This is an optimization exercise on Yosys and OpenROAD, whose aim is small area, not a production implementation. Function was checked by simulation only, so behaviour that the tests miss may differ from the original.

## flow/design.v (module list and top-level ports; edited modules follow where they fit)
// module weight_lut: 796 lines
// module HDR_4f: 2409 lines
module HDR_4f
#(
  parameter  C_DATA_WIDTH              = 24
)
(
  input  wire                    reset       ,
  input  wire                    clk         ,
  input  wire                    data_in_VS  ,
  input  wire                    data_in_HS  ,
  input  wire                    data_in_DE  ,
  input  wire [C_DATA_WIDTH-1:0] data_in_B   ,
  input  wire [C_DATA_WIDTH-1:0] data_in_MH  ,
  input  wire [C_DATA_WIDTH-1:0] data_in_ML  ,
  input  wire [C_DATA_WIDTH-1:0] data_in_D   ,
  output wire                    data_out_VS ,
  output wire                    data_out_HS ,
  output wire                    data_out_DE ,
  output wire [C_DATA_WIDTH+5:0] data_out
) ;
  localparam TOTAL_DELAY = 40;
  localparam NCOMP       = 22;
  localparam NDLY        = TOTAL_DELAY - NCOMP;
  genvar gi;
  function [11:0] rip11;
    input [10:0] a;
    input [10:0] bb;
    integer i;
    reg cy;
    begin
      cy = 1'b1;
      for (i = 0; i < 11; i = i + 1)
      begin
        rip11[i] = a[i] ^ bb[i] ^ cy;
        cy       = (a[i] & bb[i]) | (a[i] & cy) | (bb[i] & cy);
  // ...
==> flow/run.sh <==
#!/bin/bash
# synth_recipe.tcl (not shown) runs the flow's synth.tcl, then flattens the netlist and writes it again
# the make line also repeats each setting of config.mk as NAME=value (left out here)
make -C /OpenROAD-flow-scripts/flow DESIGN_CONFIG=/design/flow/config.mk WORK_HOME=/design/flow/orfs CLKGATE_MAP_FILE= SYNTH_SCRIPT=/design/flow/synth_recipe.tcl finish
==> flow/config.mk <==
export PLATFORM = sky130hd
export DESIGN_NAME = HDR_4f
export DESIGN_NICKNAME = HDR_4f
export VERILOG_FILES = /design/flow/design.v
export SDC_FILE = /design/flow/constraint.sdc
export NUM_CORES = 4
export LEC_CHECK = 0
export CAP_MARGIN = 20
export CORE_MARGIN = 2
export CORE_UTILIZATION = 40
export PLACE_DENSITY = 0.6
export SLEW_MARGIN = 20
==> flow/constraint.sdc <==
create_clock -name core_clock -period 5.0 [get_ports {clk}]
set_input_delay 1.0000 -clock core_clock [delete_from_list [all_inputs] [get_ports {clk}]]
set_output_delay 1.0000 -clock core_clock [all_outputs]
set_load 0.01 [all_outputs]
==> run summary, run 1 <==
- Layout non-clock buf frac: 4.753%
- Adder-Cell Fraction of Synth Area: 28.72%
- DR vias/cell: 5.071
- I/O Buffers: 133
- Syn Inst Count: 10500
- Critical Path RT: 5680 ps
- Met1 Track Usage GR: 29.05%
- Synthesized area: 111800 um2
- PostCTS Resize Cnt: 8
- Multi-input gate area: 59230 um2
- FF+latch area: 45700 um2
- Max Root-Sink Buffers: 4
- Synth top area cells: dfxtp_1 (41%), fa_1 (24%), inv_1 (4.7%)
- Status: complete, no violations
- Placer congestion estimate: 0.9243
- Worst hold path class: register to register
- Die area: 283800 um2
- Average wire per standard cell: 21.41 um
- Hold-fix buffers, CTS: 0
- I/O pin cnt: 134
- H-tree depth: 4
- # nets final: 12810
- Crit path to: zr_b_3[10]
- Clock tree sinks: 2280
- Reg2reg start: w_2[18]
- Diode count: 5
- CTS tree: done
- Final period utilization: 98.57%
- Count leader, synth: dfxtp_1
- Post-layout instance count excluding filler cells: 14890
==> inputs of run 2 (changes only) <==
--- a/flow/config.mk
+++ b/flow/config.mk
@@ -7,6 +7,6 @@
 export LEC_CHECK = 0
 export CAP_MARGIN = 20
 export CORE_MARGIN = 2
-export CORE_UTILIZATION = 40
-export PLACE_DENSITY = 0.6
+export CORE_UTILIZATION = 65
+export PLACE_DENSITY = 0.75
 export SLEW_MARGIN = 20
==> run 2 against run 1 <==
Now fails the layout checks on max-capacitance violations, max-slew violations, negative setup slack. First-iteration DRC count is 64% higher. Sequential share of layout area rose by 0.49 points. Sequential cell count did not move. Worst setup slack got worse by 800 ps.
==> run summary, run 2 <==
- Vias: 84370
- Max Fanout on Critical Path: 5
- Antenna violations before repair: 36
- Synthesized area: 111800 um2 (unchanged)
- Initial Util: 65.25%
- Largest register FFs: 642
- Final core utilization: 74.26%
- Tot GR Track Use: 40.96%
- H-tree depth: 4 (unchanged)
- Die area: 175400 um2 (-38%)
- Crit Path Category: register to register
- Status: failed layout checks
- Reg clk slew, reported paths: 80 ps
- Crit path to: g_nr[8].r[20]
- Yosys top cell by area: dfxtp_1
- Number of hold violations in the final report: 0
- Slack of the critical path: -727.3 ps
- Max Slew Vio Count: 4
- YS warnings: 2
- Synth top area cells: dfxtp_1 (41%), fa_1 (24%), inv_1 (4.7%)
- Reg2reg start: g_nr[7].r[19]
- Core area: 171400 um2
- Violated checks: max-capacitance violations, max-slew violations, negative setup slack
- CTS root buf: clkbuf_16
- Most frequent cells in the layout: dfxtp_1 (2262), inv_1 (1376), fa_1 (1324), nand2_1 (1026), and2_1 (783)
- Synth top cells by count: dfxtp_1 (2274), inv_1 (1397), fa_1 (1368)
- Top cell type's share of synthesized area: 40.71%
- Crit-path leading delay family: adder cells
- Commonest non-fill, non-tap cell in the layout: dfxtp_1
- Max Root-Sink Buffers: 3 (-1)
- I/O pin cnt: 134 (unchanged)
- Reg2reg path depth: 17
- Fin Clk Skew: 69.60 ps
- Flops & latches, synth: 2280
- Crit path top cell by count: fa_2
- Hold WS: 284.1 ps
- Skew-Pair Late Insertion Delay: 890 ps
- Die width: 418.8 um
- Critical Path RT: 5790 ps (+110 ps)
- RR Endpoint: g_nr[8].r[20]
- CP endpoint kind: register
- Actual slew at the worst max-slew pin: 2497 ps
- Min-Delay Path Depth: 0
- Average wire per standard cell: 28.99 um (+35%)
- Fmax: 0.1746 GHz
- Placed cell area: 118900 um2
- Data arrival, critical path: 6510 ps
- Reg2reg setup slack: -730 ps
- Post-place setup slack: -252.8 ps
- Biggest register: g_nr.r
- Distinct cells, synth: 93
- Max_slew headroom: -67.64%
- TNS Setup: -22800 ps
- Largest net degree at the start of global routing: 59
- Final period utilization: 114.5% (+16 points)
- # nets final: 12790 (-0.10%)
- Final instance area: 127300 um2
- Register area share after synthesis: 40.85%
- Cells along the critical path: inv_1, ha_1, inv_1, fa_1, fa_1, fa_2, fa_1, fa_2, fa_2, inv_1, fa_2, ha_2, nor2b_4, xnor2_2, buf_4, nor2_1, a21oi_1
- Iteration-0 DRC Markers: 9838
- Global-route wire length before repair: 537300 um
- Max cap viols: 1
- Drt pass-1 iters: 14
- Top flop regs: g_nr.r x642, dly x540, g_d1.r x518
- DRC: 0
- Grt ovf: 0
- CTS tree: done
- Placed wire-length estimate: 239500 um
- Placer congestion estimate: 0.9902 (+7.1%)
- CP peak stage delay: 480 ps
- Syn Area/Cell: 10.65 um2
- I/O Buffers: 133 (unchanged)
- Post-synth EDFFs: 0
- Worst hold path class: register to register
- Top_reg_cell synth: dfxtp_1
- Clock tree sinks: 2280 (unchanged)
- Count leader, synth: dfxtp_1
- Final min period: 5727 ps
- Crit path depth: 17
- Crit start category: register
- Highest-delay cell along the critical path: fa_2
- Share of layout cells above drive strength 1: 12.16%
- # setup viols final: 129
- Total wire length: 390300 um
- DR vias/cell: 6.268 (+24%)
- CP startpoint: g_nr[7].r[19]
- Row Count: 152
- Syn Inst Count: 10500 (unchanged)
- Die boundary height: 418.8 um
- Layout area overhead: 13.80%
- Ys async rst share: 0.2632%
- Bufs and invs on worst path: 4
- Remaining antenna violation count: 0
- Vias in the first global route: 87830
- Number of buffers created by CTS: 206
==> run 2: cell counts after synthesis <==
No cell type changed its count.
==> run 2: cell type report <==
class,count,area (um2)
repair buffers,704,6031
fillers,10540,44100
repair inverters,3,22.52
flip-flops and latches,2280,45690
diodes,18,45.04
clock buffers,272,5757
inverters,1399,5274
well taps,2310,2890
multi-input cells,6368,59930
clock inverters,108,1613
==> run 2: how the worst min path moves through the flow <==
stage	startpoint	to	slack, ps
global route	dly[469]	dly[499]	300
detailed placement	dly[73]	dly[103]	310
global placement	DE_d[7]	DE_d[8]	310
floorplan	DE_d[9]	DE_d[10]	310
CTS	reset	rst_cnt[0]	290
finish	dly[469]	dly[499]	280
==> run 2: metal layers <==
| layer | wire, um | global-route usage (%) |
|---|---|---|
| met4 | 37180 | 27.45 |
| met2 | 175700 | 66.22 |
| met3 | 44990 | 10.14 |
| met5 | 646 | 0 |
| met1 | 131800 | 48.59 |
==> run 2: cells by family (layout without fill, tap and decap cells) <==
kind of cell / count (synthesis) / count (layout) / share of synthesized area (%)
multiplexers: 206 / 206 / 2.058
AND/OR/NAND/NOR: 2602 / 2602 / 11.18
other: 1 / 21 / 0.003354
XOR/XNOR: 185 / 186 / 1.449
AO/OA/AOI/OAI: 1621 / 1621 / 9.345
adder cells (fa/ha/maj): 1750 / 1750 / 28.72
flip-flops: 2280 / 2280 / 40.85
buffers and inverters: 1859 / 2486 / 6.401
==> run 2: worst reg2reg max path, cell delays in order (launching register included) <==
cell     delay, ps
dfxtp_1        350
inv_1          200
ha_1           210
inv_1           70
fa_1           390
fa_1           430
fa_2           480
fa_1           450
fa_2           440
fa_2           360
inv_1          150
fa_2           410
ha_2           280
nor2b_4        460
xnor2_2        470
buf_4          320
nor2_1         110
a21oi_1         50
==> run 2: through the flow <==
step                      cells
after global routing      13450
after global placement    13050
after floorplan           10510
after detailed placement  13050
after CTS                 13440
final                     13460
==> run 2: timing repair <==
item | 4_1_cts | 5_1_grt
pin swaps | 0 | 16
hold buffers | 0 | 0
setup endpoints to repair | 135 | 321
setup buffers | 1 | 5
gates cloned | 2 | 2
resized for setup | 31 | 186

re-timing with driven ports:
The flow's constraints put no driver on any port. The routed layouts listed below were extracted and timed again, unchanged, in two steps. Step 1 sets driving cells, clkbuf_16 on the clock port and buf_2 on the other inputs (assumed; they add their load-dependent delay and slew). Step 2 also shifts input and output timing later by t, the mid clock arrival at the registers, as if the neighbouring blocks saw the same clock. Slacks: ideal ports / drivers / drivers and shift; pairs: ideal ports / drivers.
run	t, ns	slack for setup (ns)	cell pins on the clock port's net
run 1	0.946	0.071 / 0.071 / 0.071	1
run 2	0.970	-0.727 / -0.727 / -0.727	1
